This is an optimization exercise on Yosys and OpenROAD, whose aim is small area, a short achievable clock period and few clock cycles per item, not a production implementation.
Where RTL was checked, it was by simulation tests only, not by an equivalence proof against the original.
Function not checked in runs 5 to 8: the RTL went through the layout flow alone.
No activity file was given, so power comes from the tool's default toggle rates.

**design.v**
```verilog
module RSA_decrypt #(parameter WIDTH = 8)(
    input                clk,
    input                rst_n,
    input                start,
    input  [2*WIDTH-1:0] c,
    input  [2*WIDTH-1:0] d,
    input  [2*WIDTH-1:0] n,
    output [2*WIDTH-1:0] m_decrypted,
    output reg           finish
);
localparam IDLE  = 3'd0;
localparam NORM  = 3'd1;
localparam STEP  = 3'd2;
localparam CONV  = 3'd3;
localparam SHIFT = 3'd4;
localparam OP_INIT = 2'd0;
localparam OP_SQ   = 2'd1;
localparam OP_MUL  = 2'd2;
localparam OP_FIX  = 2'd3;
reg  [2:0]  state;
reg  [1:0]  op;
reg  [16:0] r;       
reg  [15:0] a;       
reg  [15:0] nn;      
reg  [16:0] dd;      
reg  [3:0]  k;       
reg  [3:0]  j;       
reg         xb;      
reg         lst;     
reg  [18:0] ws, wc;  
reg         pend;    
assign m_decrypted = r[15:0];
wire [4:0]  eg   = ws[18:14] & wc[18:14];
wire [4:0]  ep   = ws[18:14] ^ wc[18:14];
wire [4:0]  ecy;
assign ecy[0] = 1'b0;
assign ecy[1] = eg[0];
assign ecy[2] = eg[1] | (ep[1] & eg[0]);
assign ecy[3] = eg[2] | (ep[2] & eg[1]) | (ep[2] & ep[1] & eg[0]);
assign ecy[4] = eg[3] | (ep[3] & eg[2]) | (ep[3] & ep[2] & eg[1]) | (ep[3] & ep[2] & ep[1] & eg[0]);
wire [4:0]  west = ep ^ ecy;
wire signed [4:0] ws5 = west;
wire        n14  = nn[14];
wire        qz_e = (west[4:1] == 4'b1111);           
wire        qp_e = !west[4];                         
wire        q2_e = n14 ? ((ws5 < -5'sd5) || (ws5 >= 5'sd4)) : ((ws5 < -5'sd4) || (ws5 >= 5'sd3));
wire        fixs = (op == OP_FIX);                   
wire        addn  = fixs ? r[16] : (!qz_e && !qp_e && !q2_e);    
wire        add2n = !fixs && !qp_e && q2_e;                      
wire        subn  = !fixs && qp_e && !q2_e;                      
wire        sub2n = !fixs && qp_e && q2_e;                       
wire [18:0] x1   = {ws[17:0], 1'b0};
wire [18:0] x2   = {wc[17:0], 1'b0};
wire [18:0] x3   = {{2{r[16]}}, r} & {19{xb}};
wire [18:0] s1   = x1 ^ x2 ^ x3;
wire [18:0] c1   = {(x1[17:0] & x2[17:0]) | (x1[17:0] & x3[17:0]) | (x2[17:0] & x3[17:0]), 1'b0};
wire [18:0] n2   = {2'b00, nn, 1'b0};
wire [18:0] n4   = {1'b0, nn, 2'b00};
wire [18:0] mm   = ({19{addn}} & n2) | ({19{add2n}} & n4) | ({19{subn}} & ~n2) | ({19{sub2n}} & ~n4);
wire [18:0] c1i  = {c1[18:2], pend, subn | sub2n};    
wire [18:0] p2   = s1 ^ c1i;
wire [18:0] g2   = s1 & c1i;
wire [18:0] o2   = s1 | c1i;
wire [18:0] s2   = p2 ^ mm;
wire [18:0] c2   = {(mm[17:0] & o2[17:0]) | g2[17:0], 1'b0};
wire [16:0] vsum = ws[17:1] + wc[17:1];
wire [3:0]  jend  = (op == OP_SQ) ? k : 4'd0;
wire [3:0]  jn    = j - 4'd1;
wire        xnext = (op == OP_SQ) ? r[jn] : (op == OP_MUL) ? a[jn] : 1'b0;
wire        dlast = (dd[15:0] == 16'h8000);
reg  [3:0]  amsb;
integer i;
always @(*) begin
    amsb = 4'd0;
    for (i = 0; i < 16; i = i + 1)
        if (a[i]) amsb = i;
end
wire        go_mul = (state == CONV) && (op != OP_FIX) && dd[16];
wire        go_fix = (state == CONV) && (op != OP_FIX) && !dd[16] && dlast;
wire        go_sq  = (state == CONV) && (op != OP_FIX) && !dd[16] && !dlast;
wire        cv     = (state == CONV) || (state == SHIFT);
wire        ldneg  = cv && go_sq && vsum[16];
wire        ldx1   = cv && (go_sq ? vsum[15] : go_mul ? a[amsb] : 1'b1);
wire [18:0] rx     = {{2{vsum[16]}}, vsum};
always @(posedge clk) begin
    if (state == STEP) begin
        ws   <= s2;
        wc   <= c2;
        pend <= 1'b0;
    end else begin
        ws   <= rx & {19{ldx1}};
        wc   <= {~rx[17:0], 1'b1} & {19{ldneg}};
        pend <= ldneg;
    end
end
always @(posedge clk or negedge rst_n) begin
    if (!rst_n) begin
        state  <= IDLE;
        finish <= 1'b0;
    end else begin
        finish <= 1'b0;
        case (state)
        IDLE:  if (start) state <= NORM;
        NORM:  if ((nn[15] | nn[14]) & (dd[16] | dd[15])) state <= STEP;
        STEP:  if (lst) state <= CONV;
        CONV:  begin
            if (op == OP_FIX) begin
                if (k == 4'd0) begin state <= IDLE; finish <= 1'b1; end
                else state <= SHIFT;
            end else state <= STEP;
        end
        SHIFT: if (k == 4'd1) begin state <= IDLE; finish <= 1'b1; end
        default: state <= IDLE;
        endcase
    end
end
always @(posedge clk) begin
    case (state)
    IDLE: begin                  
        r  <= {1'b0, c};
        a  <= c;
        nn <= n;
        dd <= {d, 1'b1};
        k  <= 4'd0;
    end
    NORM: begin
        if (!nn[15]) begin
            nn <= {nn[14:0], 1'b0};
            k  <= k + 4'd1;
        end
        if (!dd[16]) dd <= {dd[15:0], 1'b0};
        if ((nn[15] | nn[14]) & (dd[16] | dd[15])) begin
            dd[16] <= 1'b0;
            op     <= OP_INIT;
            j      <= k + {3'b000, !nn[15]};
            xb     <= 1'b1;
            lst    <= 1'b0;
        end
    end
    STEP: begin
        if (j == jend) begin
            lst <= 1'b1;
            xb  <= 1'b0;
        end else begin
            j   <= jn;
            xb  <= xnext;
        end
    end
    CONV: begin
        r <= vsum;
        if (go_mul) begin
            dd[16] <= 1'b0;
            op     <= OP_MUL;
            j      <= amsb - 4'd1;
            xb     <= (amsb != 4'd0) & a[amsb - 4'd1];
            lst    <= (amsb == 4'd0);
        end else if (go_fix) begin
            op     <= OP_FIX;
            xb     <= 1'b0;
            lst    <= 1'b1;
        end else if (go_sq) begin
            dd     <= {dd[15:0], 1'b0};
            op     <= OP_SQ;
            j      <= 4'd14;
            xb     <= vsum[14];
            lst    <= 1'b0;
        end
    end
    SHIFT: begin
        r <= vsum;
        k <= k - 4'd1;
    end
    default: ;
    endcase
end
endmodule
```
**flow/run.sh**
```bash
#!/bin/bash
set -e
export BUFFER_PORTS_ARGS="-buffer_cell sky130_fd_sc_hd__buf_1"
bash standard.sh > standard.log 2>&1
```
**standard.sh**
```bash
#!/bin/bash
# synth_recipe.tcl (not shown) runs the flow's synth.tcl, then flattens the netlist and writes it again
# the make line also repeats each setting of config.mk as NAME=value (left out here)
make -C /OpenROAD-flow-scripts/flow DESIGN_CONFIG=/design/flow/config.mk WORK_HOME=/design/flow/orfs CLKGATE_MAP_FILE= SYNTH_SCRIPT=/design/flow/synth_recipe.tcl "${@:-finish}"
```
**config.mk**
```make
export PLATFORM = sky130hd
export DESIGN_NAME = RSA_decrypt
export DESIGN_NICKNAME = RSA_decrypt
export VERILOG_FILES = /design/flow/design.v
export SDC_FILE = /design/flow/constraint.sdc
export NUM_CORES = 4
export LEC_CHECK = 0
export ABC_AREA = 1
export CAP_MARGIN = 20
export CORE_MARGIN = 2
export CORE_UTILIZATION = 40
export CTS_BUF_LIST = sky130_fd_sc_hd__clkbuf_4 sky130_fd_sc_hd__clkbuf_8
export SETUP_SLACK_MARGIN = 2.3
export SLEW_MARGIN = 20
```
**constraint.sdc**
```tcl
create_clock -name core_clock -period 5.5 [get_ports {clk}]
set_input_delay 1.1000 -clock core_clock [delete_from_list [all_inputs] [get_ports {clk}]]
set_output_delay 1.1000 -clock core_clock [all_outputs]
set_load 0.01 [all_outputs]
```
==> impl_metrics.toml, run 1 <==
[run_status]
status = "finished clean"

[place]
port-buffer-count = 67
dp_hpwl_um = 16100
place.gp.congestion = 0.8870
post_dp_cell_area_um2 = 8333

[routing]
avgViaCountPerCell = 5.129
first_pass_iters = 5
drt_iter0_drc = 457
drc = 0
drt-wirelength-per-cell_um = 16.57
routed_wl_um = 21090
antenna_left = 0
vias = 6529

[global_routing]
grt_antenna_before_repair = 0
grt_max_degree = 38
grt_pass1_vias = 6243
track_usage = 0.2051
grt_pass1_wl_um = 33970
overflow = 0

[die]
fp-row-count = 51
start_util = 0.4087
die_area_um2 = 21030
io-pin-count = 68
core_um2 = 19460
die_h_um = 145.0
fp.dieW_um = 145.0

[timing]
slew_headroom = 0.4039
hold_violations = 0
period_needed_ps = 3016
rsz0062_at_grt = "yes"
max_freq_mhz = 331.5
finalClockSkew_ps = 10.77
tightest_slew_ps = 888.6
setup_violations = 0
period_share = 0.5484
totalNegativeSetupSlack_ps = 0
slew_viol_final = 0

[clock_network]
clockBufferDepth = 2
htreeDepth = 4
clockRootBuffer = "clkbuf_8"
clk_latency_ps = 450
clk_pin_slew_ps = 80
clock_sinks = 120
cts_tree = "built"
numCtsBuffers = 17

[critical_path]
crit_fanout = 16
crit_path_start_kind = "flip-flop"
end_kind = "flip-flop"
worstPathArrival_ps = 3360
crit_type = "flip-flop to flip-flop"
cp.required_ps = 5840

[synthesis]
async_reset_ff_frac = 0.03333
synth_cells = 941
syn_area_um2 = 7954
synth_area_per_cell_um2 = 8.453
netlist_top_cells_area = "edfxtp_1 29%, nand2_1 14%, dfxtp_1 9.6%, fa_1 9.1%, inv_1 5.0%"
ys_warn_count = 1
ys_seq_elements = 120
yosysTopAreaCellShare = 0.2945
synth_fp_nets = 1052
synth_edf_count = 78
yosysTopAreaCell = "edfxtp_1"
synthFlopType = "edfxtp_1"
ys_types = 52
ys_seq_area_frac = 0.4027

[worst_hold_path]
hp-class = "primary input to async pin"

[job]
cap_violations = 0

[pwr]
leakagePower_nw = 4.011
irDropWorstVdd_mv = 0.09884
p_per_area_nw_per_um2 = 195.7
power_mw = 1.754

[finish]
fin_area_um2 = 8965
nets = 1107
drive_gt1_frac = 0.1052
diodes = 0
area_growth_pct = 12.71
fillers = 1949
## cell usage after synthesis (2+ instances only)
| cell type | instances |
|---|---|
| or2_2 | 3 |
| dfrtp_1 | 4 |
| edfxtp_1 | 78 |
| nor2_1 | 42 |
| buf_1 | 2 |
| clkinv_1 | 2 |
| buf_2 | 2 |
| nand4_1 | 19 |
| nor2_2 | 5 |
| nand2_2 | 5 |
| xnor2_1 | 9 |
| nor4_1 | 5 |
| o211ai_1 | 2 |
| o221ai_1 | 5 |
| o22ai_1 | 2 |
| xor2_1 | 20 |
| nand3_1 | 38 |
| inv_1 | 105 |
| o21ai_1 | 2 |
| o311ai_0 | 5 |
| dfxtp_1 | 38 |
| a31oi_1 | 4 |
| fa_1 | 36 |
| o21ai_2 | 9 |
| clkbuf_1 | 17 |
| inv_2 | 5 |
| nand2_1 | 303 |
| o2111ai_1 | 16 |
| a22oi_1 | 3 |
| a211oi_1 | 2 |
| nor3_1 | 4 |
| a21oi_1 | 38 |
| buf_6 | 3 |
| buf_4 | 19 |
| o22ai_2 | 2 |
| ha_1 | 24 |
| o21bai_1 | 2 |
| o21ai_0 | 46 |
| nand2_4 | 2 |
## stage by stage
stage / cells / hold WS, ps / utilization / setup WS, ps
finish: 1273 / 477.2 / 0.4606 / 2484
global route: 1273 / 470.4 / 0.4606 / 2273
CTS: 1267 / 458.8 / 0.4480 / 2275
detailed placement: 1236 / 538.1 / 0.4282 / 2281
global placement: 1236 / 535.9 / 0.4282 / 2304
floorplan: 941 / 498.8 / - / 2345
## critical path, cell delays in order, from the launching register on
cell	delay (ps)
dfxtp_1	350
ha_1	220
fa_2	380
or2_2	280
nand2_1	60
inv_1	60
a31oi_1	130
nand3_1	140
nand3_4	180
nand2_4	180
o2111ai_1	330
fa_1	470
nand2_1	80
nand2_1	50
## cells in the final DEF, fill, tap and decap left out, drive strengths merged, types with 2 or more instances in the layout
cell | synthesis | final
a211oi | 2 | 2
a21oi | 40 | 40
a22oi | 3 | 3
a31oi | 4 | 4
buf | 26 | 78
clkbuf | 17 | 17
clkinv | 2 | 5
clkinvlp | 0 | 5
dfrtp | 4 | 4
dfxtp | 38 | 38
edfxtp | 78 | 78
fa | 36 | 36
ha | 24 | 24
inv | 110 | 115
nand2 | 310 | 311
nand3 | 40 | 40
nand4 | 19 | 19
nor2 | 47 | 47
nor3 | 6 | 6
nor4 | 5 | 5
o2111ai | 16 | 16
o211ai | 3 | 3
o21ai | 57 | 57
o21bai | 2 | 2
o221ai | 5 | 5
o22ai | 4 | 4
o311ai | 5 | 5
or2 | 3 | 3
xnor2 | 10 | 10
xor2 | 21 | 21
## metal layers
layer,GRT usage,up-vias,share of wire
li1,-,3237,-
met1,0.3010,3052,0.48
met2,0.3110,220,0.45
met3,0.03931,20,0.058
met4,0.05396,0,0.013
met5,0,-,0
## what timing repair did
item	in CTS	in global routing
endpoints found under the hold margin	0	0
hold buffers	0	0
resized for setup	2	27
setup buffers	0	5
endpoints found under the setup margin	2	50
pin swaps	0	8
cloned	0	1
## where the power goes
group	total (mW)	switching (mW)	internal (mW)	leakage, nW
registers	0.951	0	0.951	1.07
clock network	0.781	0.415	0.365	0.178
logic	0.0225	0.0121	0.0103	2.76
total	1.75	0.427	1.33	4.01
## state kept, by name, indices dropped and copies added, names as in the netlist
| register | flops |
|---|---|
| finish | 1 |
| dd | 17 |
| lst | 1 |
| op | 2 |
| a | 16 |
| xb | 1 |
| r | 17 |
| ws | 19 |
| k | 4 |
| state | 3 |
| j | 4 |
| nn | 16 |
| wc | 19 |
## cells by family after synthesis
family	after synthesis	share of synthesized area
buf+inv	155	0.08526
fa+ha+maj	60	0.1284
compound gates	145	0.1183
flops	120	0.4027
xor+xnor	31	0.03744
simple gates	430	0.2279
## layout make-up
class,instances,area (um2),area share
clock buffers,17,234.0,0.02610
repair buffers,78,371.6,0.04145
inverters,112,424.2,0.04731
clock inverters,14,141.4,0.01577
well taps,265,331.6,0.03699
flip-flops and latches,120,3203,0.3573
multi-input cells,667,4259,0.4751
## final timing paths
| kind | from | endpoint | slack, ps | cells after the start |
|---|---|---|---|---|
| worst min-delay path | rst_n | finish$_DFF_PN0_ | 480 | 1 |
| max in group asynchronous | rst_n | state[1]$_DFFE_PN0P_ | 4820 | 1 |
| worst max-delay path | wc[14]$_DFF_P_ | ws[12]$_DFF_P_ | 2480 | 13 |
| worst min register to register | dd[1]$_DFFE_PP_ | dd[2]$_DFFE_PP_ | 550 | 2 |
| min in group core_clock | dd[1]$_DFFE_PP_ | dd[2]$_DFFE_PP_ | 550 | 2 |
| worst max register to register | wc[14]$_DFF_P_ | ws[12]$_DFF_P_ | 2480 | 13 |
Testbench counts, summed over its fixed seeds: cycles 4,298, ops 12.
==> run 2, diff against run 1 <==
--- a/config.mk
+++ b/config.mk
@@ -6,5 +6,5 @@
 export NUM_CORES = 4
 export LEC_CHECK = 0
-export ABC_AREA = 1
+export ABC_AREA = 0
 export CAP_MARGIN = 20
 export CORE_MARGIN = 2
==> run 2 against run 1 <==
Against the previous run:
- still clean
- synthesized cell count fell by 15%
- register-to-register slack got worse by 360 ps
- cell count fell by 11%
- combinational power rose by 6%
- utilization rose by 0.82 points
- sequential share of layout area fell by 0.60 points
- die area rose by 0.30%
- routed wire length rose by 4.9%
- first-iteration DRC count rose by 5.3%
- clock power rose by 4.5%
- critical path type unchanged
- critical endpoint unchanged
- largest cell class unchanged
==> impl_metrics.toml, run 2 <==
[place]
dp_hpwl_um = 15570
port-buffer-count = 67
place_inst = 1083
place.gp.congestion = 0.8623

[finish]
area_growth_pct = 14.72
reg.largest.list = "wc x19, ws x19"
multi_input_area_um2 = 4631
drive_gt1_frac = 0.1388
nets = 970
fillers = 1891
final_cell_mix = "153 x nand2_1, 78 x edfxtp_1, 67 x buf_1"
final_common_cell = "nand2_1"
fin_cells = 1137
seqCellArea_um2 = 3216
diodes = 0

[timing]
slew_headroom = 0.3165
totalNegativeSetupSlack_ps = 0
hold_violations = 0
slew_viol_final = 0
period_share = 0.6136
setup_violations = 0
tightest_slew_ps = 1016
rsz0062_at_grt = "yes"
period_needed_ps = 3375
max_freq_mhz = 296.3
finalClockSkew_ps = 20.70

[critical_path]
crit_buf_inv = 2
crit_type = "flip-flop to flip-flop"
crit_path_cell_trace = "ha_4, a211oi_4, o21bai_4, xor2_4, mux2_4, a221oi_4, buf_6, buf_16, mux2i_2, a221o_1, fa_2, a22o_1"
r2r_end = "ws[12]$_DFF_P_"
worstPathArrival_ps = 3730
reg2reg_from = "wc[15]$_DFF_P_"
critical-path-top-delay-family = "compound AO/OA/AOI/OAI gates"
crit_path_start_kind = "flip-flop"
rr_worst_depth = 12
cp.required_ps = 5850
reg2reg_slack_ps = 2130
end_kind = "flip-flop"
crit_path_max_incr_delay_ps = 460
cpMaxStageDelayCell = "fa_2"
crit_fanout = 8

[clock_network]
numCtsBuffers = 17
clockBufferDepth = 2
clock_sinks = 120
clk_latency_ps = 470
cts_tree = "built"
clk_pin_slew_ps = 100
htreeDepth = 4
clockRootBuffer = "clkbuf_8"

[synthesis]
yosysTopAreaCellShare = 0.2936
synth_fp_nets = 909
ys_seq_area_frac = 0.4014
ys_seq_elements = 120
syn_area_um2 = 7979
netlist_top_cells_area = "edfxtp_1 29%, dfxtp_1 9.5%, fa_1 9.0%, nand2_1 7.2%, ha_1 3.8%"
synth_most_common_cell = "nand2_1"
yosysTopAreaCell = "edfxtp_1"
synth_edf_count = 78
ys_types = 75
synth_common_cells = "154 x nand2_1, 78 x edfxtp_1, 46 x nor2_1"
async_reset_ff_frac = 0.03333
ys_warn_count = 1
synth_cells = 798
synthFlopType = "edfxtp_1"
synth_area_per_cell_um2 = 9.999

[die]
die_h_um = 145.2
fp.dieW_um = 145.2
start_util = 0.4086
fp-row-count = 51
core_um2 = 19530
die_area_um2 = 21090
io-pin-count = 68

[worst_hold_path]
hp-class = "primary input to async pin"

[pwr]
p_per_area_nw_per_um2 = 195.5
leakagePower_nw = 3.617
irDropWorstVdd_mv = 0.1654

[routing]
vias = 6349
drc = 0
first_pass_iters = 5
avgViaCountPerCell = 5.584
antenna_left = 0
drt_iter0_drc = 481
drt-wirelength-per-cell_um = 19.46
routed_wl_um = 22130

[global_routing]
track_usage = 0.2114
overflow = 0
grt_pass1_wl_um = 34820
grt_antenna_before_repair = 0
grt_pass1_vias = 6217
grt_max_degree = 34

[run_status]
status = "finished clean"

[job]
cap_violations = 0
==> run 2: cell types whose count changed in the layout (fill, tap and decap cells not counted), moves of 15 or more <==
cell,previous run,this run
buf_4,8,24
inv_1,104,20
and2_1,0,38
nand2_1,303,153
a221o_1,0,17
a22o_1,0,15
nand4_1,19,1
nand3_1,37,7
==> run 2: worst max path at each step <==
stage                    from        endpoint  slack (ps)  cells after the start
2_1_floorplan  ws[17]$_DFF_P_  ws[14]$_DFF_P_        2230                     13
3_3_place_gp   ws[17]$_DFF_P_  ws[15]$_DFF_P_        1710                     11
3_5_place_dp   ws[17]$_DFF_P_  ws[15]$_DFF_P_        1630                     11
4_1_cts        ws[14]$_DFF_P_  ws[12]$_DFF_P_        2180                     13
5_1_grt        wc[15]$_DFF_P_  ws[12]$_DFF_P_        2040                     12
6_report       wc[15]$_DFF_P_  ws[12]$_DFF_P_        2130                     12
==> run 2: area by class of cell <==
type                       count  share of cell area
multi-input combinational    604              0.5059
timing repair buffer          96             0.05604
inverter                      20            0.008201
tap                          265             0.03622
clock buffer                  17             0.02556
sequential                   120              0.3513
clock inverter                15             0.01681
==> run 2: per-stage QoR <==
step	cell area [um2]	utilization	setup WS (ps)	hold slack, ps	power [mW]
floorplan	8044	-	2228	510.1	0.9765
global placement	8388	0.4296	1711	519.5	0.9954
detailed placement	8388	0.4296	1630	535.6	0.9956
CTS	9030	0.4625	2176	416.4	1.797
global route	9154	0.4688	2040	436.6	1.837
finish	9154	0.4688	2125	422.7	1.789
==> run 2: what timing repair did <==
action,CTS,global route
hold buffers,0,0
setup endpoints to repair,35,39
gates resized for setup,27,23
setup buffers,15,4
gates cloned,2,1
endpoints found under the hold margin,0,0
pin swaps,10,12
==> run 2: worst register-to-register path, stage by stage, from the launching register on <==
cell and delay, ps:
dfxtp_4 370, ha_4 260, a211oi_4 290, o21bai_4 110
xor2_4 180, mux2_4 330, a221oi_4 340, buf_6 170
buf_16 130, mux2i_2 70, a221o_1 330, fa_2 460
a22o_1 220
==> run 2: power breakdown <==
group | internal, mW | leakage [nW] | switching (mW)
clock network | 0.374 | 0.196 | 0.442
logic | 0.0105 | 2.30 | 0.0133
registers | 0.949 | 1.12 | 0
total | 1.33 | 3.62 | 0.455
==> run 2: per-layer routing <==
layer | wire length (um) | GRT usage | vias to the layer above
li1 | - | - | 2996
met5 | 0 | 0 | -
met4 | 361 | 0.05931 | 0
met1 | 10430 | 0.3026 | 3103
met2 | 10080 | 0.3270 | 219
met3 | 1254 | 0.04151 | 31
==> run 2: logic make-up after synthesis <==
family	share of synthesized area
and+or+nand+nor	0.1767
adders and majority gates	0.1280
buffers and inverters	0.04673
muxes	0.05614
AOI/OAI and AO/OA	0.1615
xor gates and xnor gates	0.02948
DFF	0.4014
==> run 3, diff against run 2 <==
--- a/config.mk
+++ b/config.mk
@@ -11,4 +11,4 @@
 export CORE_UTILIZATION = 40
 export CTS_BUF_LIST = sky130_fd_sc_hd__clkbuf_4 sky130_fd_sc_hd__clkbuf_8
-export SETUP_SLACK_MARGIN = 2.3
+export SETUP_SLACK_MARGIN = 2.5
 export SLEW_MARGIN = 20
==> run 3 against run 2 <==
Against the previous run:
- critical path depth did not move
- routed wire length decreased by 0.40%
- global-route usage is 0.11 points higher
- utilization increased by 0.45 points
- combinational power is essentially flat
- synthesized cell count is the same
- clock skew down 3.5 ps
- area after synthesis is the same
- via count up 0.20%
- register-to-register slack improved by 40 ps
- largest power group unchanged
==> impl_metrics.toml, run 3 <==
[finish]
reg.largest.list = "wc x19, ws x19"
final_core_util = 0.4733
diodes = 0
drive_gt1_frac = 0.1623
fin_cells = 1140
nets = 973
fin_area_um2 = 9243
area_growth_pct = 15.84
final_common_cell = "nand2_1"
final_cell_mix = "151 x nand2_1, 78 x edfxtp_1, 67 x buf_1"

[pwr]
irDropWorstVdd_mv = 0.1462
power_mw = 1.790
leakagePower_nw = 3.617
p_per_area_nw_per_um2 = 193.7

[synthesis]
synth_fp_nets = 909
synthFlopType = "edfxtp_1"
synth_area_per_cell_um2 = 9.999
async_reset_ff_frac = 0.03333
yosysTopAreaCellShare = 0.2936
ys_types = 75
synth_most_common_cell = "nand2_1"
syn_area_um2 = 7979
ys_warn_count = 1
ys_seq_area_frac = 0.4014
netlist_top_cells_area = "edfxtp_1 29%, dfxtp_1 9.5%, fa_1 9.0%, nand2_1 7.2%, ha_1 3.8%"
yosysTopAreaCell = "edfxtp_1"
synth_common_cells = "154 x nand2_1, 78 x edfxtp_1, 46 x nor2_1"
synth_cells = 798
synth_edf_count = 78
ys_seq_elements = 120

[routing]
drt_iter0_drc = 415
wl_met1_um = 10100
avgViaCountPerCell = 5.581
first_pass_iters = 6
routed_wl_um = 22040
top_layer = "met4"
dr_wl_met2_um = 10310
wl_met3_um = 1326
vias = 6362
antenna_left = 0
drc = 0
drt-wirelength-per-cell_um = 19.33

[timing]
period_share = 0.6063
period_needed_ps = 3335
slew_headroom = 0.3106
setup_ws_ps = 2165
tightest_slew_ps = 1025
setup_violations = 0
max_freq_mhz = 299.9
hold_slack_ps = 439.7
hold_violations = 0
finalClockSkew_ps = 17.24
slew_viol_final = 0
totalNegativeSetupSlack_ps = 0
rsz0062_at_grt = "yes"

[place]
dp_hpwl_um = 15670
place_inst = 1083
place.gp.congestion = 0.8582
port-buffer-count = 67
post_dp_cell_area_um2 = 8388
dp_worst_setup_slack_ps = 1629

[worst_hold_path]
hp-class = "primary input to async pin"

[run_status]
status = "finished clean"

[die]
core_um2 = 19530
start_util = 0.4086
fp-row-count = 51
fp.dieW_um = 145.2
die_h_um = 145.2
io-pin-count = 68
die_area_um2 = 21090

[clock_network]
cts_hold_buf = 0
clk_latency_ps = 460
cts_tree = "built"
clockRootBuffer = "clkbuf_8"
clock_sinks = 120
clockBufferDepth = 2
numCtsBuffers = 17
htreeDepth = 4
clk_pin_slew_ps = 100

[global_routing]
grt_antenna_before_repair = 0
grt_pass1_wl_um = 34980
grt_pass1_vias = 6355
track_usage = 0.2125
grt_max_degree = 34
overflow = 0

[critical_path]
end_kind = "flip-flop"
crit_fanout = 8
crit_type = "flip-flop to flip-flop"
r2r_end = "ws[9]$_DFF_P_"
crit_start = "ws[15]$_DFF_P_"
cp.required_ps = 5860
rr_worst_depth = 12
reg2reg_slack_ps = 2170
worstPathArrival_ps = 3690
reg2reg_from = "ws[15]$_DFF_P_"
critPathCapture = "ws[9]$_DFF_P_"
crit_path_start_kind = "flip-flop"

[job]
cap_violations = 0
[run 3: cell count changes in the layout (fill, tap and decap cells not counted), sizes merged]
cell,change
clkinvlp,+2
buf,+1
inv,-1
or2,+1
[run 3: power by group]
group / total (mW) / internal [mW] / switching, mW
Combinational: 0.0237 / 0.0105 / 0.0132
Sequential: 0.949 / 0.949 / 0
Clock: 0.817 / 0.376 / 0.441
Total: 1.79 / 1.34 / 0.454
[run 3: timing repair]
| item | CTS | global route |
|---|---|---|
| gates cloned | 3 | 2 |
| setup buffers | 18 | 2 |
| endpoints found under the setup margin | 40 | 42 |
| pin swaps | 4 | 12 |
| gates resized for setup | 47 | 28 |
[run 3: final cells by class]
| class | instances | area (um2) |
|---|---|---|
| Timing Repair inverter | 1 | 5.005 |
| Clock inverter | 15 | 155.1 |
| Timing Repair Buffer | 97 | 520.5 |
| Sequential cell | 120 | 3216 |
| Multi-Input combinational cell | 605 | 4702 |
| Tap cell | 265 | 331.6 |
| Fill cell | 1888 | 10280 |
| Inverter | 20 | 78.83 |
| Clock buffer | 17 | 234.0 |
[run 3: layer usage]
metal	vias up	track usage
met4	0	0.05000
met1	3123	0.2965
li1	3009	-
met2	212	0.3403
met5	-	0
met3	18	0.04434
[run 3: kinds of logic after synthesis]
kind of cell | Yosys count | synth area share
AOI/OAI and AO/OA | 184 | 0.1615
xor gates and xnor gates | 26 | 0.02948
adders and majority gates | 60 | 0.1280
buffers and inverters | 76 | 0.04673
DFF | 120 | 0.4014
muxes | 29 | 0.05614
and+or+nand+nor | 303 | 0.1767
[run 3: worst min path at each step]
stage | start | to | cells after the start
global route | rst_n | finish$_DFF_PN0_ | 1
CTS | rst_n | finish$_DFF_PN0_ | 1
floorplan | dd[11]$_DFFE_PP_ | dd[12]$_DFFE_PP_ | 2
finish | rst_n | finish$_DFF_PN0_ | 1
global placement | dd[1]$_DFFE_PP_ | dd[2]$_DFFE_PP_ | 2
detailed placement | dd[14]$_DFFE_PP_ | dd[15]$_DFFE_PP_ | 2
[run 3: critical path, cell delays in order, from the launching register on]
cell and delay, ps:
dfxtp_4 370, ha_4 250, a211oi_4 280, o21bai_4 110, xor2_4 190, mux2_4 330
a221oi_4 360, buf_6 170, buf_16 130, mux2i_1 70, a221o_1 350, fa_2 410
a22o_1 210
==> run 4, diff against run 3 <==
--- a/config.mk
+++ b/config.mk
@@ -6,9 +6,9 @@
 export NUM_CORES = 4
 export LEC_CHECK = 0
-export ABC_AREA = 0
-export CAP_MARGIN = 20
+export ABC_AREA = 1
+export CAP_MARGIN = 0
 export CORE_MARGIN = 2
 export CORE_UTILIZATION = 40
 export CTS_BUF_LIST = sky130_fd_sc_hd__clkbuf_4 sky130_fd_sc_hd__clkbuf_8
-export SETUP_SLACK_MARGIN = 2.5
-export SLEW_MARGIN = 20
+export SETUP_SLACK_MARGIN = 2.2
+export SLEW_MARGIN = 0
==> run 4 against run 3 <==
Against the previous run:
- largest power group unchanged
- register-to-register slack improved by 190 ps
- first-iteration DRC count rose by 5.8%
- critical path type unchanged
- cell area fell by 4.6%
- still clean
- synthesized cell count rose by 18%
==> impl_metrics.toml, run 4 <==
[run_status]
status = "finished clean"

[timing]
hold_slack_ps = 476.5
setup_violations = 0
rsz0062_at_grt = "yes"
totalNegativeSetupSlack_ps = 0
period_share = 0.5712
setup_ws_ps = 2358
slew_viol_final = 0
finalClockSkew_ps = 11.45
hold_violations = 0
max_freq_mhz = 318.3
period_needed_ps = 3142
tightest_slew_ps = 865.9
slew_headroom = 0.4192

[place]
dp_hpwl_um = 16100
post_dp_cell_area_um2 = 8333
place.gp.congestion = 0.8870
dp_worst_setup_slack_ps = 2281
port-buffer-count = 67
place_inst = 1236

[finish]
fin_area_um2 = 8816
fin_cells = 1268
final_common_cell = "nand2_1"
nets = 1102
final_cell_mix = "303 x nand2_1, 105 x inv_1, 78 x edfxtp_1"
diodes = 0
fillers = 1963
area_growth_pct = 10.84
drive_gt1_frac = 0.09172
final_core_util = 0.4530
reg.largest.list = "wc x19, ws x19"

[synthesis]
ys_seq_elements = 120
yosysTopAreaCell = "edfxtp_1"
yosysTopAreaCellShare = 0.2945
netlist_top_cells_area = "edfxtp_1 29%, nand2_1 14%, dfxtp_1 9.6%, fa_1 9.1%, inv_1 5.0%"
ys_types = 52
synth_most_common_cell = "nand2_1"
synth_area_per_cell_um2 = 8.453
synth_cells = 941
ys_seq_area_frac = 0.4027
ys_warn_count = 1
syn_area_um2 = 7954
synth_common_cells = "303 x nand2_1, 105 x inv_1, 78 x edfxtp_1"
synth_fp_nets = 1052
synth_edf_count = 78
async_reset_ff_frac = 0.03333
synthFlopType = "edfxtp_1"

[pwr]
power_mw = 1.753
leakagePower_nw = 3.987
irDropWorstVdd_mv = 0.09919
p_per_area_nw_per_um2 = 198.8

[routing]
routed_wl_um = 20840
wl_met3_um = 1201
dr_wl_met2_um = 9322
antenna_left = 0
top_layer = "met4"
first_pass_iters = 5
drt_iter0_drc = 439
drt-wirelength-per-cell_um = 16.43
drc = 0
avgViaCountPerCell = 5.117
vias = 6488
wl_met1_um = 10050

[die]
die_h_um = 145.0
io-pin-count = 68
die_area_um2 = 21030
fp-row-count = 51
core_um2 = 19460
start_util = 0.4087
fp.dieW_um = 145.0

[global_routing]
track_usage = 0.2048
grt_pass1_vias = 6234
overflow = 0
grt_antenna_before_repair = 0
grt_pass1_wl_um = 33930
grt_max_degree = 38

[clock_network]
cts_hold_buf = 0
cts_tree = "built"
clk_pin_slew_ps = 80
htreeDepth = 4
numCtsBuffers = 17
clockRootBuffer = "clkbuf_8"
clock_sinks = 120
clockBufferDepth = 2
clk_latency_ps = 450

[worst_hold_path]
hp-class = "primary input to async pin"

[critical_path]
cp.required_ps = 5890
end_kind = "flip-flop"
crit_fanout = 16
reg2reg_slack_ps = 2360
reg2reg_from = "wc[14]$_DFF_P_"
crit_path_start_kind = "flip-flop"
crit_type = "flip-flop to flip-flop"
r2r_end = "ws[1]$_DFF_P_"
worstPathArrival_ps = 3540
rr_worst_depth = 14

[job]
cap_violations = 0
==> run 4: changes by cell type in the layout (fill, tap and decap cells not counted), moves of 17 or more <==
cell | before | now
a221o_1 | 17 | 0
inv_1 | 19 | 105
buf_4 | 25 | 6
nand2_1 | 151 | 303
and2_1 | 37 | 0
nand4_1 | 1 | 19
nand3_1 | 7 | 38
==> run 4: cells by family after synthesis <==
logic type,synth area share
adders and majority gates,0.1284
buffers and inverters,0.08526
xor gates and xnor gates,0.03744
and+or+nand+nor,0.2279
DFF,0.4027
AOI/OAI and AO/OA,0.1183
==> run 4: what timing repair did <==
| item | in CTS | in global routing |
|---|---|---|
| gates resized for setup | 0 | 16 |
| setup endpoints to repair | 0 | 40 |
| setup buffers | 0 | 1 |
==> run 4: worst max path at each step <==
stage                    startpoint               to  slack (ps)  cells after the start
2_1_floorplan  state[0]$_DFFE_PN0P_  dd[0]$_DFFE_PP_        2350                      5
3_3_place_gp          ws[1]$_DFF_P_    wc[9]$_DFF_P_        2300                     13
3_5_place_dp         ws[16]$_DFF_P_   ws[10]$_DFF_P_        2280                     14
4_1_cts              ws[15]$_DFF_P_   ws[10]$_DFF_P_        2270                     14
5_1_grt              ws[15]$_DFF_P_   ws[15]$_DFF_P_        2170                     15
6_report             wc[14]$_DFF_P_    ws[1]$_DFF_P_        2360                     14
==> run 4: routing by layer <==
| metal | track usage | up-vias |
|---|---|---|
| met5 | 0 | - |
| met4 | 0.05396 | 0 |
| met3 | 0.03931 | 22 |
| met2 | 0.3105 | 208 |
| met1 | 0.3006 | 3038 |
| li1 | - | 3220 |
==> run 4: power by group <==
part | leakage [nW] | internal (mW) | switching [mW]
logic | 2.74 | 0.0103 | 0.0121
clock network | 0.178 | 0.365 | 0.414
registers | 1.07 | 0.951 | 0
==> run 4: worst max-delay path: stages (launching register included) <==
cell and delay [ps]:
dfxtp_1 340, ha_1 210, fa_1 440, or2_2 300
nand2_1 60, inv_1 60, a31oi_1 130, nand3_1 110
nand3_2 210, nand3_1 150, nand2_4 190, a21oi_2 110
fa_1 430, or2_2 290, nand2_1 60
==> run 4: layout make-up <==
cell class / count / area (um2) / share of cell area
multi-input combinational: 666 / 4169 / 0.4729
sequential: 120 / 3203 / 0.3633
inverter: 112 / 420.4 / 0.04769
tap: 265 / 331.6 / 0.03761
timing repair buffer: 74 / 316.6 / 0.03591
clock buffer: 17 / 234.0 / 0.02654
clock inverter: 14 / 141.4 / 0.01604
==> run 5, diff against run 4 <==
--- a/design.v
+++ b/design.v
@@ -79,7 +79,8 @@
 wire        go_fix = (state == CONV) && (op != OP_FIX) && !dd[16] && dlast;
 wire        go_sq  = (state == CONV) && (op != OP_FIX) && !dd[16] && !dlast;
+wire        fdone  = (op == OP_FIX) || (go_fix && !vsum[16]);
 wire        cv     = (state == CONV) || (state == SHIFT);
 wire        ldneg  = cv && go_sq && vsum[16];
-wire        ldx1   = cv && (go_sq ? vsum[15] : go_mul ? a[amsb] : 1'b1);
+wire        ldx1   = cv && (go_sq ? vsum[15] : go_mul ? (a != 16'd0) : 1'b1);
 wire [18:0] rx     = {{2{vsum[16]}}, vsum};
 always @(posedge clk) begin
@@ -105,5 +106,5 @@
         STEP:  if (lst) state <= CONV;
         CONV:  begin
-            if (op == OP_FIX) begin
+            if (fdone) begin
                 if (k == 4'd0) begin state <= IDLE; finish <= 1'b1; end
                 else state <= SHIFT;
@@ -155,5 +156,5 @@
             xb     <= (amsb != 4'd0) & a[amsb - 4'd1];
             lst    <= (amsb == 4'd0);
-        end else if (go_fix) begin
+        end else if (go_fix && vsum[16]) begin
             op     <= OP_FIX;
             xb     <= 1'b0;
--- a/config.mk
+++ b/config.mk
@@ -7,8 +7,8 @@
 export LEC_CHECK = 0
 export ABC_AREA = 1
-export CAP_MARGIN = 0
+export CAP_MARGIN = 20
 export CORE_MARGIN = 2
 export CORE_UTILIZATION = 40
 export CTS_BUF_LIST = sky130_fd_sc_hd__clkbuf_4 sky130_fd_sc_hd__clkbuf_8
 export SETUP_SLACK_MARGIN = 2.2
-export SLEW_MARGIN = 0
+export SLEW_MARGIN = 20
==> run 5 against run 4 <==
Against the previous run:
- cell area fell by 0.88%
- cell count fell by 2.1%
- clock skew fell by 2.7 ps
- worst hold slack got worse by 5.1 ps
- critical path depth did not move
- die area fell by 1.2%
- critical path type unchanged
- highest routed layer unchanged
==> impl_metrics.toml, run 5 <==
[finish]
reg.largest.list = "wc x19, ws x19"
area_growth_pct = 11.26
final_common_cell = "nand2_1"
fillers = 1924
fin_area_um2 = 8738
nets = 1075
fin_cells = 1242
diodes = 0
final_cell_mix = "261 x nand2_1, 109 x inv_1, 78 x edfxtp_1"
drive_gt1_frac = 0.07574
final_core_util = 0.4520

[routing]
wl_met1_um = 9794
top_layer = "met4"
dr_wl_met2_um = 9282
drt_iter0_drc = 500
wl_met3_um = 1168
drc = 0
antenna_left = 0
first_pass_iters = 5
drt-wirelength-per-cell_um = 16.74
vias = 6439
routed_wl_um = 20790
avgViaCountPerCell = 5.184

[critical_path]
crit_path_cell_trace = "ha_2, a21oi_4, nand2_2, a21oi_4, xor2_4, nand4_1, o31ai_1, nand2_2, nand2_4, nand2_4, o2111ai_1, fa_1, nand2_1, o21ai_0"
reg2reg_slack_ps = 2290
cpMaxStageDelayCell = "fa_1"
crit_fanout = 16
cp.required_ps = 5830
crit_type = "flip-flop to flip-flop"
crit_path_max_incr_delay_ps = 490
crit_path_start_kind = "flip-flop"
worstPathArrival_ps = 3540
end_kind = "flip-flop"

[die]
fp-row-count = 51
die_h_um = 144.1
fp.dieW_um = 144.1
core_um2 = 19330
start_util = 0.4062
die_area_um2 = 20770
io-pin-count = 68

[timing]
finalClockSkew_ps = 8.741
hold_violations = 0
rsz0062_at_grt = "yes"
setup_violations = 0
totalNegativeSetupSlack_ps = 0
setup_ws_ps = 2295
period_share = 0.5828
slew_viol_final = 0
tightest_slew_ps = 731.4
hold_slack_ps = 471.4
period_needed_ps = 3205
max_freq_mhz = 312.0
slew_headroom = 0.5089

[clock_network]
cts_tree = "built"
numCtsBuffers = 17
clock_sinks = 120
clk_pin_slew_ps = 70
clockRootBuffer = "clkbuf_8"
clk_latency_ps = 450
clockBufferDepth = 2
htreeDepth = 4

[synthesis]
synth_most_common_cell = "nand2_1"
synth_cells = 915
synth_area_per_cell_um2 = 8.583
synthFlopType = "edfxtp_1"
synth_top_family_by_area = "simple AND/OR/NAND/NOR gates"
ys_seq_area_frac = 0.4078
synth_edf_count = 78
async_reset_ff_frac = 0.03333
ys_seq_elements = 120
yosysTopAreaCellShare = 0.2982
synth_fp_nets = 1026
synth_compound_area_frac = 0.1356
synthMuxAreaShare = 0
synthAdderAreaFrac = 0.1300
yosysTopAreaCell = "edfxtp_1"
syn_area_um2 = 7854
synthSimpleGateAreaFrac = 0.1996
ys_types = 49
netlist_top_cells_area = "edfxtp_1 30%, nand2_1 12%, dfxtp_1 9.7%, fa_1 9.2%, inv_1 5.3%"
synthXorXnorAreaFrac = 0.03983
synth_common_cells = "261 x nand2_1, 110 x inv_1, 78 x edfxtp_1"
ys_warn_count = 1

[global_routing]
track_usage = 0.2104
grt_antenna_before_repair = 0
grt_pass1_vias = 6231
overflow = 0
grt_max_degree = 33
grt_pass1_wl_um = 32970

[pwr]
leakagePower_nw = 3.777
power_mw = 1.846
p_per_area_nw_per_um2 = 211.3
irDropWorstVdd_mv = 0.1392

[place]
dp_hpwl_um = 15970
port-buffer-count = 67
place.gp.congestion = 0.8832
place_inst = 1207
dp_worst_setup_slack_ps = 1806
post_dp_cell_area_um2 = 8220

[worst_hold_path]
hp-class = "primary input to async pin"

[job]
cap_violations = 0

[run_status]
status = "finished clean"
==> run 5: final timing paths <==
kind	startpoint	endpoint	cells past startpoint
min	rst_n	finish$_DFF_PN0_	1
max	ws[16]$_DFF_P_	ws[8]$_DFF_P_	14
max reg2reg	ws[16]$_DFF_P_	ws[8]$_DFF_P_	14
max in group asynchronous	rst_n	state[2]$_DFFE_PN0P_	1
min in group core_clock	dd[3]$_DFFE_PP_	dd[4]$_DFFE_PP_	2
min reg2reg	dd[3]$_DFFE_PP_	dd[4]$_DFFE_PP_	2
==> run 5: layout make-up <==
class,instances,area [um2],share of cell area
multi-input cells,636,4036,0.4619
flip-flops and latches,120,3203,0.3666
inverters,116,439.2,0.05026
well taps,265,331.6,0.03794
repair buffers,72,301.5,0.03451
clock buffers,18,241.5,0.02763
clock inverters,14,180.2,0.02062
repair inverters,1,5.005,0.0005727
==> run 5: cell families (layout without fill, tap and decap cells) <==
logic type,count (synthesis),count (layout)
simple gates,371,371
buf+inv,159,221
fa+ha+maj,60,60
flops,120,120
xor+xnor,34,34
compound gates,171,171
==> run 5: routing by layer <==
| metal | up-vias | track usage |
|---|---|---|
| met3 | 38 | 0.04503 |
| met4 | 0 | 0.07946 |
| met2 | 203 | 0.3203 |
| li1 | 3141 | - |
| met5 | - | 0 |
| met1 | 3057 | 0.2944 |
==> run 5: report_power, final <==
part           internal (mW)  total [mW]  switching [mW]
Combinational         0.0102      0.0219          0.0116
Sequential             0.951       0.951               0
Clock                  0.494       0.873           0.380
==> run 5: worst max-delay path, delay by kind of cell, from the launching register on <==
kind / cells / cell delay [ps]
AO/OA/AOI/OAI: 5 / 940
XOR/XNOR: 1 / 240
adder cells (fa/ha/maj): 2 / 840
flip-flops: 1 / 380
AND/OR/NAND/NOR: 6 / 690
==> run 5: what timing repair did <==
action	CTS	global route
hold buffers	0	0
gates resized for setup	3	8
pin swaps	1	0
setup endpoints to repair	53	23
cloned	1	0
setup buffers	1	1
==> run 6, diff against run 5 <==
--- a/config.mk
+++ b/config.mk
@@ -11,4 +11,4 @@
 export CORE_UTILIZATION = 40
 export CTS_BUF_LIST = sky130_fd_sc_hd__clkbuf_4 sky130_fd_sc_hd__clkbuf_8
-export SETUP_SLACK_MARGIN = 2.2
+export SETUP_SLACK_MARGIN = 2.4
 export SLEW_MARGIN = 20
==> run 6 against run 5 <==
Against the previous run:
- still clean
- utilization grew 2.5 points
- cell area grew 5.4%
- routed wire length grew 5.6%
- combinational power is essentially flat
- count of clock-buffer cells in the layout shrank 1
- sequential power is essentially flat
- die area is the same
- power shrank 6.7%
- via count grew 1.2%
- fmax grew 3.7%
- setup slack gained 110 ps
- global-route usage grew 0.46 points
- highest routed layer unchanged
==> impl_metrics.toml, run 6 <==
[routing]
avgViaCountPerCell = 5.175
drt_iter0_drc = 418
antenna_left = 0
drt-wirelength-per-cell_um = 17.44
drc = 0
routed_wl_um = 21960
first_pass_iters = 5
vias = 6515

[global_routing]
grt_pass1_wl_um = 33250
track_usage = 0.2149
grt_max_degree = 34
grt_pass1_vias = 6071
grt_antenna_before_repair = 0
overflow = 0

[clock_network]
clk_pin_slew_ps = 80
cts_tree = "built"
numCtsBuffers = 17
clockRootBuffer = "clkbuf_8"
clockBufferDepth = 2
clk_latency_ps = 450
htreeDepth = 4
clock_sinks = 120

[synthesis]
synth_common_cells = "261 x nand2_1, 110 x inv_1, 78 x edfxtp_1"
async_reset_ff_frac = 0.03333
synth_edf_count = 78
yosysTopAreaCellShare = 0.2982
synthFlopType = "edfxtp_1"
synth_most_common_cell = "nand2_1"
ys_seq_elements = 120
ys_warn_count = 1
ys_seq_area_frac = 0.4078
ys_types = 49
netlist_top_cells_area = "edfxtp_1 30%, nand2_1 12%, dfxtp_1 9.7%, fa_1 9.2%, inv_1 5.3%"
synth_area_per_cell_um2 = 8.583
syn_area_um2 = 7854
synth_cells = 915
synth_fp_nets = 1026
yosysTopAreaCell = "edfxtp_1"

[finish]
diodes = 0
area_growth_pct = 17.30
fin_cells = 1259
drive_gt1_frac = 0.1388
reg.largest.list = "wc x19, ws x19"
final_common_cell = "nand2_1"
fillers = 1865
nets = 1093
final_cell_mix = "242 x nand2_1, 108 x inv_1, 78 x edfxtp_1"

[timing]
slew_viol_final = 0
max_freq_mhz = 323.4
hold_violations = 0
totalNegativeSetupSlack_ps = 0
period_share = 0.5622
setup_violations = 0
finalClockSkew_ps = 12.60
slew_headroom = 0.5034
tightest_slew_ps = 744.9
rsz0062_at_grt = "yes"
period_needed_ps = 3092

[critical_path]
cp.required_ps = 5840
worstPathArrival_ps = 3430
crit_fanout = 8
end_kind = "flip-flop"
crit_type = "flip-flop to flip-flop"
crit_path_start_kind = "flip-flop"

[die]
die_area_um2 = 20770
core_um2 = 19330
io-pin-count = 68
start_util = 0.4062
die_h_um = 144.1
fp.dieW_um = 144.1
fp-row-count = 51

[pwr]
p_per_area_nw_per_um2 = 186.9
leakagePower_nw = 3.926
irDropWorstVdd_mv = 0.1394

[place]
place.gp.congestion = 0.9387
port-buffer-count = 67
place_inst = 1207
dp_hpwl_um = 16170

[job]
cap_violations = 0

[run_status]
status = "finished clean"

[worst_hold_path]
hp-class = "primary input to async pin"
## run 6: through the flow
step / worst slack, ps / hold WS [ps] / power (mW) / util / instance area [um2]
2_1_floorplan: 2625 / 520.1 / 0.9761 / - / 7859
3_3_place_gp: 2188 / 534.2 / 0.9939 / 0.4252 / 8220
3_5_place_dp: 1988 / 539.3 / 0.9939 / 0.4252 / 8220
4_1_cts: 2411 / 457.5 / 1.737 / 0.4510 / 8721
5_1_grt: 2274 / 456.7 / 1.781 / 0.4765 / 9213
6_report: 2408 / 471.0 / 1.722 / 0.4765 / 9213
## run 6: path summary, 6_finish.rpt
kind | start | endpoint | slack [ps] | cells past startpoint
max | ws[16]$_DFF_P_ | ws[14]$_DFF_P_ | 2410 | 15
min | rst_n | state[1]$_DFFE_PN0P_ | 470 | 1
max reg2reg | ws[16]$_DFF_P_ | ws[14]$_DFF_P_ | 2410 | 15
min reg2reg | dd[11]$_DFFE_PP_ | dd[12]$_DFFE_PP_ | 550 | 2
max in group asynchronous | rst_n | state[2]$_DFFE_PN0P_ | 4840 | 1
min in group core_clock | dd[11]$_DFFE_PP_ | dd[12]$_DFFE_PP_ | 550 | 2
## run 6: layer usage
metal	track usage	vias up	routed length (um)
met5	0	-	0
met4	0.05882	0	377
met2	0.3346	190	10160
met3	0.04371	24	1302
li1	-	3183	-
met1	0.3057	3118	10110
## run 6: critical path, stage by stage (launching register included)
cell,delay (ps)
dfxtp_4,360
ha_4,240
a21oi_4,190
nand2_4,80
a21oi_4,200
xor2_4,230
nand4_1,160
o31ai_2,100
nand2_2,110
nand2_4,170
nand3_4,150
nand2_8,160
nand2_1,80
o2111ai_2,70
fa_1,460
a22o_1,220
## run 6: cell families after synthesis
group / count (synthesis) / synth area share
AND/OR/NAND/NOR: 371 / 0.1996
AO/OA/AOI/OAI: 171 / 0.1356
adder cells (fa/ha/maj): 60 / 0.1300
flip-flops: 120 / 0.4078
buffers and inverters: 159 / 0.08714
XOR/XNOR: 34 / 0.03983
## run 6: timing repair
item / 4_1_cts / 5_1_grt
endpoints found under the setup margin: 80 / 42
gates resized for setup: 18 / 67
gates cloned: 1 / 3
hold buffers: 0 / 0
buffers inserted: 2 / 15
pin swaps: 1 / 26
## run 6: power by group
| group | switching, mW | internal [mW] |
|---|---|---|
| sequential | 0 | 0.950 |
| clock | 0.394 | 0.356 |
| combinational | 0.0118 | 0.0102 |
## run 6: layout make-up
cell class / count / area [um2] / area share
clock buffers: 17 / 234.0 / 0.02540
clock inverters: 14 / 127.6 / 0.01385
inverters: 116 / 442.9 / 0.04808
multi-input cells: 637 / 4379 / 0.4753
flip-flops and latches: 120 / 3216 / 0.3490
well taps: 265 / 331.6 / 0.03599
repair buffers: 89 / 476.7 / 0.05175
repair inverters: 1 / 5.005 / 0.0005433
==> run 7, diff against run 6 <==
--- a/config.mk
+++ b/config.mk
@@ -11,4 +11,4 @@
 export CORE_UTILIZATION = 40
 export CTS_BUF_LIST = sky130_fd_sc_hd__clkbuf_4 sky130_fd_sc_hd__clkbuf_8
-export SETUP_SLACK_MARGIN = 2.4
+export SETUP_SLACK_MARGIN = 2.0
 export SLEW_MARGIN = 20
==> run 7 against run 6 <==
Against the previous run:
- highest routed layer unchanged
- worst hold slack improved by 1.6 ps
- critical path depth decreased by 3
- still clean on timing, DRC and antenna
- critical endpoint is now ws[2]$_DFF_P_
- flip-flop and latch count is the same
- synthesized cell count stayed put
==> impl_metrics.toml, run 7 <==
[finish]
reg.largest.list = "wc x19, ws x19"
nets = 1075
fillers = 1918
area_growth_pct = 10.66
drive_gt1_frac = 0.07062
diodes = 0
final_cell_mix = "261 x nand2_1, 109 x inv_1, 78 x edfxtp_1"
final_common_cell = "nand2_1"

[clock_network]
clk_latency_ps = 450
cts_tree = "built"
clk_pin_slew_ps = 70
htreeDepth = 4
numCtsBuffers = 17
clockRootBuffer = "clkbuf_8"
clock_sinks = 120
clockBufferDepth = 2
cts_hold_buf = 0

[pwr]
p_per_area_nw_per_um2 = 212.5
leakagePower_nw = 3.776
irDropWorstVdd_mv = 0.1388

[routing]
drt_iter0_drc = 428
first_pass_iters = 4
vias = 6428
avgViaCountPerCell = 5.176
routed_wl_um = 20670
drc = 0
drt-wirelength-per-cell_um = 16.64
antenna_left = 0

[critical_path]
worstPathArrival_ps = 3600
crit_path_start_kind = "flip-flop"
end_kind = "flip-flop"
cp.required_ps = 5840
crit_type = "flip-flop to flip-flop"
crit_fanout = 15

[timing]
tightest_slew_ps = 747.6
rsz0062_at_grt = "yes"
hold_slack_ps = 472.6
slew_viol_final = 0
period_share = 0.5920
max_freq_mhz = 307.1
finalClockSkew_ps = 9.462
setup_violations = 0
hold_violations = 0
totalNegativeSetupSlack_ps = 0
period_needed_ps = 3256
slew_headroom = 0.4980

[global_routing]
grt_pass1_wl_um = 32700
overflow = 0
grt_max_degree = 33
grt_pass1_vias = 6203
grt_antenna_before_repair = 0
track_usage = 0.2086

[synthesis]
synth_most_common_cell = "nand2_1"
yosysTopAreaCell = "edfxtp_1"
async_reset_ff_frac = 0.03333
synth_edf_count = 78
synthSimpleGateAreaFrac = 0.1996
synth_common_cells = "261 x nand2_1, 110 x inv_1, 78 x edfxtp_1"
ys_seq_elements = 120
synth_compound_area_frac = 0.1356
synthFlopType = "edfxtp_1"
synthXorXnorAreaFrac = 0.03983
synth_cells = 915
syn_area_um2 = 7854
synth_fp_nets = 1026
synthMuxAreaShare = 0
synth_top_family_by_area = "simple AND/OR/NAND/NOR gates"
ys_warn_count = 1
synthAdderAreaFrac = 0.1300
yosysTopAreaCellShare = 0.2982
ys_types = 49
synth_area_per_cell_um2 = 8.583
ys_seq_area_frac = 0.4078
netlist_top_cells_area = "edfxtp_1 30%, nand2_1 12%, dfxtp_1 9.7%, fa_1 9.2%, inv_1 5.3%"

[die]
start_util = 0.4062
io-pin-count = 68
core_um2 = 19330
die_area_um2 = 20770
fp-row-count = 51
fp.dieW_um = 144.1
die_h_um = 144.1

[place]
dp_hpwl_um = 15970
port-buffer-count = 67
place.gp.congestion = 0.8832

[worst_hold_path]
hp-class = "primary input to async pin"

[job]
cap_violations = 0

[run_status]
status = "finished clean"
-- run 7: cell counts after synthesis --
Identical to the previous run, type by type.
-- run 7: worst max-delay path, cell delays in order, from the launching register on --
cell       delay (ps)
dfxtp_1           340
ha_1              420
a21oi_4           190
nand2_2           110
a21oi_4           150
xor2_2            120
nor2_1            360
inv_2             150
nor2_4            330
nand2_1           100
o2111ai_1         190
fa_1              480
a22o_1            210
-- run 7: area by class of cell --
cell class / instances / area (um2) / share of cell area
multi-input combinational: 636 / 3989 / 0.4590
inverter: 116 / 439.2 / 0.05053
clock inverter: 14 / 180.2 / 0.02073
timing repair buffer: 72 / 301.5 / 0.03470
tap: 265 / 331.6 / 0.03815
timing repair inverter: 1 / 5.005 / 0.0005759
clock buffer: 18 / 241.5 / 0.02779
sequential: 120 / 3203 / 0.3686
-- run 7: through the flow --
step	worst slack, ps	cells	util	area (um2)	power (mW)
after detailed placement	1806	1207	0.4252	8220	0.9934
after global routing	1975	1242	0.4495	8691	1.898
after floorplan	2307	915	-	7854	0.9761
final	2244	1242	0.4495	8691	1.847
after CTS	2105	1239	0.4471	8645	1.859
after global placement	2086	1207	0.4252	8220	0.9935
-- run 7: final timing paths --
kind / startpoint / to / slack (ps) / cells after the start
min in group core_clock: dd[3]$_DFFE_PP_ / dd[4]$_DFFE_PP_ / 570 / 2
max in group asynchronous: rst_n / state[2]$_DFFE_PN0P_ / 4840 / 1
max reg2reg: ws[16]$_DFF_P_ / ws[2]$_DFF_P_ / 2240 / 12
max: ws[16]$_DFF_P_ / ws[2]$_DFF_P_ / 2240 / 12
min: rst_n / finish$_DFF_PN0_ / 470 / 1
min reg2reg: dd[3]$_DFFE_PP_ / dd[4]$_DFFE_PP_ / 570 / 2
-- run 7: logic make-up (layout without fill, tap and decap cells) --
kind of cell	Yosys count	after routing
AO/OA/AOI/OAI	171	171
XOR/XNOR	34	34
adder cells (fa/ha/maj)	60	60
buffers and inverters	159	221
flip-flops	120	120
AND/OR/NAND/NOR	371	371
-- run 7: power breakdown --
part	switching (mW)	internal (mW)	leakage, nW	total (mW)
Clock	0.380	0.494	0.211	0.874
Sequential	0	0.951	1.07	0.951
Combinational	0.0117	0.0102	2.50	0.0220
Total	0.392	1.46	3.78	1.85
-- run 7: layer usage --
metal | part of all wire | vias to the layer above | global-route usage
met1 | 0.47 | 3053 | 0.2915
met4 | 0.023 | 0 | 0.07946
met2 | 0.45 | 205 | 0.3175
met5 | 0 | - | 0
met3 | 0.058 | 31 | 0.04503
li1 | - | 3139 | -
-- run 7: repair_timing --
action | in CTS | in global routing
gates resized for setup | 1 | 2
gates cloned | 0 | 1
endpoints found under the setup margin | 4 | 19
setup buffers | 0 | 2
pin swaps | 0 | 1
==> run 8, diff against run 7 <==
--- a/config.mk
+++ b/config.mk
@@ -11,4 +11,4 @@
 export CORE_UTILIZATION = 40
 export CTS_BUF_LIST = sky130_fd_sc_hd__clkbuf_4 sky130_fd_sc_hd__clkbuf_8
-export SETUP_SLACK_MARGIN = 2.0
+export SETUP_SLACK_MARGIN = 2.3
 export SLEW_MARGIN = 20
==> run 8 against run 7 <==
Against the previous run:
- worst hold slack worse by 2.6 ps
- first-iteration DRC count fell by 11%
- power hardly changed
- critical path depth increased by 2
- largest cell class unchanged
- sequential power about the same
- combinational power about the same
==> impl_metrics.toml, run 8 <==
[timing]
slew_headroom = 0.5062
setup_violations = 0
rsz0062_at_grt = "yes"
period_share = 0.5616
slew_viol_final = 0
tightest_slew_ps = 735.4
hold_violations = 0
totalNegativeSetupSlack_ps = 0
finalClockSkew_ps = 8.967
max_freq_mhz = 323.8
hold_slack_ps = 470.0
period_needed_ps = 3089

[place]
place.gp.congestion = 0.8832
dp_hpwl_um = 15970
place_inst = 1207
port-buffer-count = 67

[die]
start_util = 0.4062
core_um2 = 19330
die_h_um = 144.1
die_area_um2 = 20770
io-pin-count = 68
fp.dieW_um = 144.1
fp-row-count = 51

[routing]
wl_met3_um = 1122
wl_met1_um = 9844
top_layer = "met4"
dr_wl_met2_um = 9373
drc = 0
routed_wl_um = 20890
first_pass_iters = 5
drt-wirelength-per-cell_um = 16.72
avgViaCountPerCell = 5.173
drt_iter0_drc = 380
vias = 6466
antenna_left = 0

[finish]
fin_cells = 1250
reg.largest.list = "wc x19, ws x19"
nets = 1083
area_growth_pct = 12.68
final_cell_mix = "261 x nand2_1, 108 x inv_1, 78 x edfxtp_1"
final_common_cell = "nand2_1"
drive_gt1_frac = 0.09340
diodes = 0

[synthesis]
synth_fp_nets = 1026
synth_edf_count = 78
yosysTopAreaCellShare = 0.2982
ys_types = 49
ys_warn_count = 1
synth_cells = 915
synth_area_per_cell_um2 = 8.583
synth_common_cells = "261 x nand2_1, 110 x inv_1, 78 x edfxtp_1"
yosysTopAreaCell = "edfxtp_1"
syn_area_um2 = 7854
ys_seq_area_frac = 0.4078
async_reset_ff_frac = 0.03333
netlist_top_cells_area = "edfxtp_1 30%, nand2_1 12%, dfxtp_1 9.7%, fa_1 9.2%, inv_1 5.3%"
ys_seq_elements = 120
synthFlopType = "edfxtp_1"
synth_most_common_cell = "nand2_1"

[clock_network]
clockBufferDepth = 2
numCtsBuffers = 17
clk_pin_slew_ps = 70
clk_latency_ps = 450
clockRootBuffer = "clkbuf_8"
clock_sinks = 120
cts_hold_buf = 0
htreeDepth = 4
cts_tree = "built"

[global_routing]
grt_antenna_before_repair = 0
grt_pass1_vias = 6273
track_usage = 0.2114
overflow = 0
grt_max_degree = 33
grt_pass1_wl_um = 33110

[run_status]
status = "finished clean"

[pwr]
power_mw = 1.846
p_per_area_nw_per_um2 = 208.6
leakagePower_nw = 3.815
irDropWorstVdd_mv = 0.1396

[worst_hold_path]
hp-class = "primary input to async pin"

[critical_path]
worstPathArrival_ps = 3420
end_kind = "flip-flop"
crit_path_start_kind = "flip-flop"
crit_fanout = 16
cp.required_ps = 5830
crit_type = "flip-flop to flip-flop"

[job]
cap_violations = 0
==> run 8: metal layers <==
layer / GRT usage / vias to the layer above
met2: 0.3221 / 194
met5: 0 / -
met3: 0.04570 / 37
met1: 0.2940 / 3076
met4: 0.08359 / 0
li1: - / 3159
==> run 8: layout make-up <==
cell class	count	area (um2)
Sequential cell	120	3207
Inverter	116	442.9
Timing Repair inverter	1	5.005
Fill cell	1920	10490
Clock inverter	14	180.2
Clock buffer	18	241.5
Timing Repair Buffer	80	361.6
Tap cell	265	331.6
Multi-Input combinational cell	636	4080
==> run 8: worst paths after layout <==
check | slack [ps] | start | cells past startpoint | endpoint
setup reg to reg | 2410 | wc[16]$_DFF_P_ | 14 | ws[9]$_DFF_P_
hold / removal | 470 | rst_n | 1 | finish$_DFF_PN0_
hold reg to reg | 560 | dd[3]$_DFFE_PP_ | 2 | dd[4]$_DFFE_PP_
max in group asynchronous | 4840 | rst_n | 1 | state[2]$_DFFE_PN0P_
setup / recovery | 2410 | wc[16]$_DFF_P_ | 14 | ws[9]$_DFF_P_
min in group core_clock | 560 | dd[3]$_DFFE_PP_ | 2 | dd[4]$_DFFE_PP_
==> run 8: logic make-up (layout without fill, tap and decap cells) <==
family | Yosys count | in the layout | share of synthesized area
compound gates | 171 | 171 | 0.1356
xor+xnor | 34 | 34 | 0.03983
simple gates | 371 | 371 | 0.1996
flops | 120 | 120 | 0.4078
buf+inv | 159 | 229 | 0.08714
fa+ha+maj | 60 | 60 | 0.1300
==> run 8: timing repair <==
item / 4_1_cts / 5_1_grt
buffers inserted: 2 / 8
pin swaps: 1 / 1
gates resized for setup: 6 / 16
cloned: 1 / 0
endpoints found under the setup margin: 82 / 40
==> run 8: where the power goes <==
group / switching (mW) / internal (mW) / total [mW]
Sequential: 0 / 0.951 / 0.951
Combinational: 0.0115 / 0.0102 / 0.0218
Clock: 0.379 / 0.493 / 0.873
Total: 0.391 / 1.46 / 1.85
==> run 8: critical path: stages (launching register included) <==
cell       delay (ps)
dfxtp_1           410
ha_4              250
a21oi_4           150
nand2_2           110
a21oi_4           190
xor2_4            240
nand4_1           110
o31ai_1           100
nand2_2           100
nand2_4           160
nand2_4           160
o2111ai_1         360
fa_1              470
nand2_1            70
o21ai_0            70
==> run 8: through the flow <==
step             util  cell area [um2]  worst slack, ps
2_1_floorplan       -             7854             2307
3_3_place_gp   0.4252             8220             2086
3_5_place_dp   0.4252             8220             1806
4_1_cts        0.4500             8701             2298
5_1_grt        0.4577             8850             2234
6_report       0.4577             8850             2411

[what the ideal ports hide]
In the flow no input, the clock included, has a driving cell. The finished layouts below were timed again as built, in two steps. Step 1 assumes that a clkbuf_16 drives the clock port and a buf_2 every other input. Step 2 also shifts input and output timing later by t, the mid clock arrival at the registers, as if the neighbouring blocks saw the same clock. a / b / c = no drivers / after step 1 / after step 2; a / b = the first two.
run	t, ns	setup WS [ns]	worst register clock-pin slew, ns
run 1	0.485	2.484 / 2.484 / 2.484	0.08 / 0.08
run 2	0.506	2.125 / 2.125 / 2.125	0.10 / 0.10
run 3	0.498	2.165 / 2.165 / 2.165	0.10 / 0.10
run 4	0.486	2.358 / 2.358 / 2.358	0.08 / 0.08
run 5	0.488	2.295 / 2.295 / 2.295	0.08 / 0.08
run 6	0.482	2.408 / 2.408 / 2.408	0.08 / 0.08
run 7	0.488	2.244 / 2.244 / 2.244	0.08 / 0.08
run 8	0.490	2.411 / 2.411 / 2.411	0.08 / 0.08
After both steps setup and hold are still met in every run listed.
